Context: an optimization exercise on an open-source flow, tuned for small area. The choices shown serve that exercise and are no tape-out recipe.
Function was checked by simulation only, so behaviour that the tests miss may differ from the original.
No driver is modelled on the clock port, so clock power and skew are understated where the tree is cut down; a real chip needs a root buffer or a tree.

## run A
Design uart_fifo_ctrl, start of the top module:
module uart_fifo_ctrl(
	input wire clk,
	input wire rst,
	input wire rx,
	output wire tx
);
Settings: LEC_CHECK=0, CAP_MARGIN=20, CORE_MARGIN=2, CORE_UTILIZATION=70, SLEW_MARGIN=20; clock period 10.0 ns.
standard.sh (not shown) runs the stock make flow with config.mk's settings and CLKGATE_MAP_FILE= SYNTH_SCRIPT=/design/flow/synth_recipe.tcl, a recipe that flattens the netlist after the stock synthesis.
==> flow/flow/run.sh <==
#!/bin/bash
# Standard layout (standard.sh) with these changes:
#  - synthesis uses an area-oriented abc script (flow/synth.tcl,
#    flow/abc_area.script) in place of ORFS's abc_speed.script;
#  - after floorplanning, combinational cells are set to their smallest
#    drive strength (downsize.tcl); placement's repair sizes up where needed;
#  - ports are buffered with buf_1 cells;
#  - the clock tree is built by manual_cts.tcl: one root buffer driving 16
#    leaf buffers, each at the centre of an equal-sized group of flip-flops.
# Each tool's output is in the ORFS logs under orfs/logs; make's own output
# is in standard_flow.log.
set -euo pipefail
W=$PWD
F=$W/flow
rm -rf "$W/area_scripts"
cp -r "$FLOW_HOME/scripts" "$W/area_scripts"
cp "$F/abc_area.script" "$W/area_scripts/abc_speed.script"
export AREA_SCRIPTS_DIR=$W/area_scripts
export POST_FLOORPLAN_TCL=$F/downsize.tcl
export PRE_CTS_TCL=$F/manual_cts.tcl
export BUFFER_PORTS_ARGS="-buffer_cell sky130_fd_sc_hd__buf_1"
export MCTS_N=16 MCTS_ROOTS=1 MCTS_CELL=sky130_fd_sc_hd__clkbuf_4 MCTS_ROOT=sky130_fd_sc_hd__clkbuf_4
bash standard.sh SYNTH_SCRIPT="$F/synth.tcl" finish > standard_flow.log 2>&1
==> flow/flow/manual_cts.tcl <==
set mcts_n $::env(MCTS_N)
set block [ord::get_db_block]
set db [ord::get_db]
set clk_net [$block findNet clk]

proc mcts_split {pts n} {
  # pts: list of {x y iterm}; returns a list of n groups
  if {$n <= 1} { return [list $pts] }
  set n1 [expr {$n / 2}]
  set n2 [expr {$n - $n1}]
  set xs [lsort -real [lmap p $pts {lindex $p 0}]]
  set ys [lsort -real [lmap p $pts {lindex $p 1}]]
  set idx [expr {[string is double [lindex $xs end]] ? 0 : 0}]
  if {[lindex $xs end] - [lindex $xs 0] >= [lindex $ys end] - [lindex $ys 0]} { set idx 0 } else { set idx 1 }
  set s [lsort -real -index $idx $pts]
  set k [expr {int(round(double([llength $pts]) * $n1 / $n))}]
  return [concat [mcts_split [lrange $s 0 [expr {$k - 1}]] $n1] [mcts_split [lrange $s $k end] $n2]]
}

proc mcts_buffer {block db cell name in_net out_net x y} {
  set master [$db findMaster $cell]
  set inst [odb::dbInst_create $block $master $name]
  $inst setLocation [expr {int($x)}] [expr {int($y)}]
  $inst setPlacementStatus PLACED
  foreach mt [$master getMTerms] {
    if {[$mt getSigType] == "POWER" || [$mt getSigType] == "GROUND"} continue
    if {[$mt getIoType] == "INPUT"} { [$inst findITerm [$mt getName]] connect $in_net }
    if {[$mt getIoType] == "OUTPUT"} { [$inst findITerm [$mt getName]] connect $out_net }
  }
  return $inst
}

set pts {}
foreach it [$clk_net getITerms] {
  set bb [[$it getInst] getBBox]
  lappend pts [list [expr {([$bb xMin] + [$bb xMax]) / 2.0}] [expr {([$bb yMin] + [$bb yMax]) / 2.0}] $it]
}
puts "manual cts: [llength $pts] sinks, $mcts_n buffers of $::env(MCTS_CELL)"
set groups [mcts_split $pts $mcts_n]
# Leaf buffers come in bisection order, so consecutive leaves are near each
# other; with roots, each of the MCTS_ROOTS root buffers drives one run of
# consecutive leaves.
set n_roots [expr {$mcts_n > 4 ? (([info exists ::env(MCTS_ROOTS)] && $::env(MCTS_ROOTS) ne "") ? $::env(MCTS_ROOTS) : 1) : 0}]
set leaf_src {}
for {set r 0} {$r < $n_roots} {incr r} {
  set net [odb::dbNet_create $block "clknet_m_root_$r"]
  $net setSigType CLOCK
  lappend root_nets $net
}
set k 0
array unset leaf_xy
foreach g $groups {
  set sx 0; set sy 0
  foreach p $g { set sx [expr {$sx + [lindex $p 0]}]; set sy [expr {$sy + [lindex $p 1]}] }
  set x [expr {$sx / [llength $g]}]; set y [expr {$sy / [llength $g]}]
  set net [odb::dbNet_create $block "clknet_m_$k"]
  $net setSigType CLOCK
  foreach p $g { set it [lindex $p 2]; $it disconnect; $it connect $net }
  if {$n_roots > 0} {
    set r [expr {$k * $n_roots / $mcts_n}]
    set src [lindex $root_nets $r]
    lappend leaf_xy($r) [list $x $y]
  } else {
    set src $clk_net
  }
  mcts_buffer $block $db $::env(MCTS_CELL) "clkbuf_m_$k" $src $net $x $y
  puts "  buffer $k at $x $y drives [llength $g] sinks"
  incr k
}
for {set r 0} {$r < $n_roots} {incr r} {
  set sx 0; set sy 0
  foreach p $leaf_xy($r) { set sx [expr {$sx + [lindex $p 0]}]; set sy [expr {$sy + [lindex $p 1]}] }
  set n [llength $leaf_xy($r)]
  mcts_buffer $block $db $::env(MCTS_ROOT) "clkbuf_m_root_$r" $clk_net [lindex $root_nets $r] [expr {$sx / $n}] [expr {$sy / $n}]
  puts "  root buffer $r drives $n leaf buffers"
}
rename clock_tree_synthesis orig_clock_tree_synthesis
proc clock_tree_synthesis {args} { puts "clock_tree_synthesis replaced by the manual tree" }
Other scripts of this flow, unchanged in this note and not shown: flow/flow/abc_area.script, flow/flow/downsize.tcl, flow/flow/synth.tcl
Run A finished end to end and its layout was clean on timing, DRC and antenna.
The inputs of run B differ from those of run A as listed below.
diff --git a/flow/flow/run.sh b/flow/flow/run.sh
--- a/flow/flow/run.sh
+++ b/flow/flow/run.sh
@@ -22 +22 @@
-export MCTS_N=16 MCTS_ROOTS=1 MCTS_CELL=sky130_fd_sc_hd__clkbuf_4 MCTS_ROOT=sky130_fd_sc_hd__clkbuf_4
+export MCTS_N=16 MCTS_ROOTS=1 MCTS_CELL=sky130_fd_sc_hd__clkbuf_4 MCTS_ROOT=sky130_fd_sc_hd__clkbuf_8
## What came out
Run B finished all stages; the layout is clean. Run A has a lower total iterations of the first detailed-routing run than run B. As far as compound-gate portion of the synthesized area goes, run A and run B are indistinguishable; the numbers are identical. From run A to run B the numbers moved as follows: number of global-route vias before repair comparable, setup slack of the critical path after layout increased 0.090 ns.
No run of this note takes its clock network from TritonCTS; it comes from the design's own scripts or RTL.

==> port drivers added, routing unchanged <==
In the flow no input, the clock included, has a driving cell. The finished layouts below were timed again as built, in two steps. Step 1 assumes that a clkbuf_16 drives the clock port and a buf_2 every other input. Step 2, shift: input delay + t, output delay - t, t = (earliest + latest rising clock arrival at the registers) / 2. This alone moves slack from input paths to output paths. Three values: ideal ports, drivers, drivers and shift; two values: the first two.
| run | t, ns | setup WS [ns] | pins driven straight from the clock port |
|---|---|---|---|
| run A | 0.524 | 5.871 / 5.843 / 6.367 | 1 |
| run B | 0.436 | 5.961 / 5.931 / 6.367 | 1 |
After both steps every run listed still meets setup and hold.
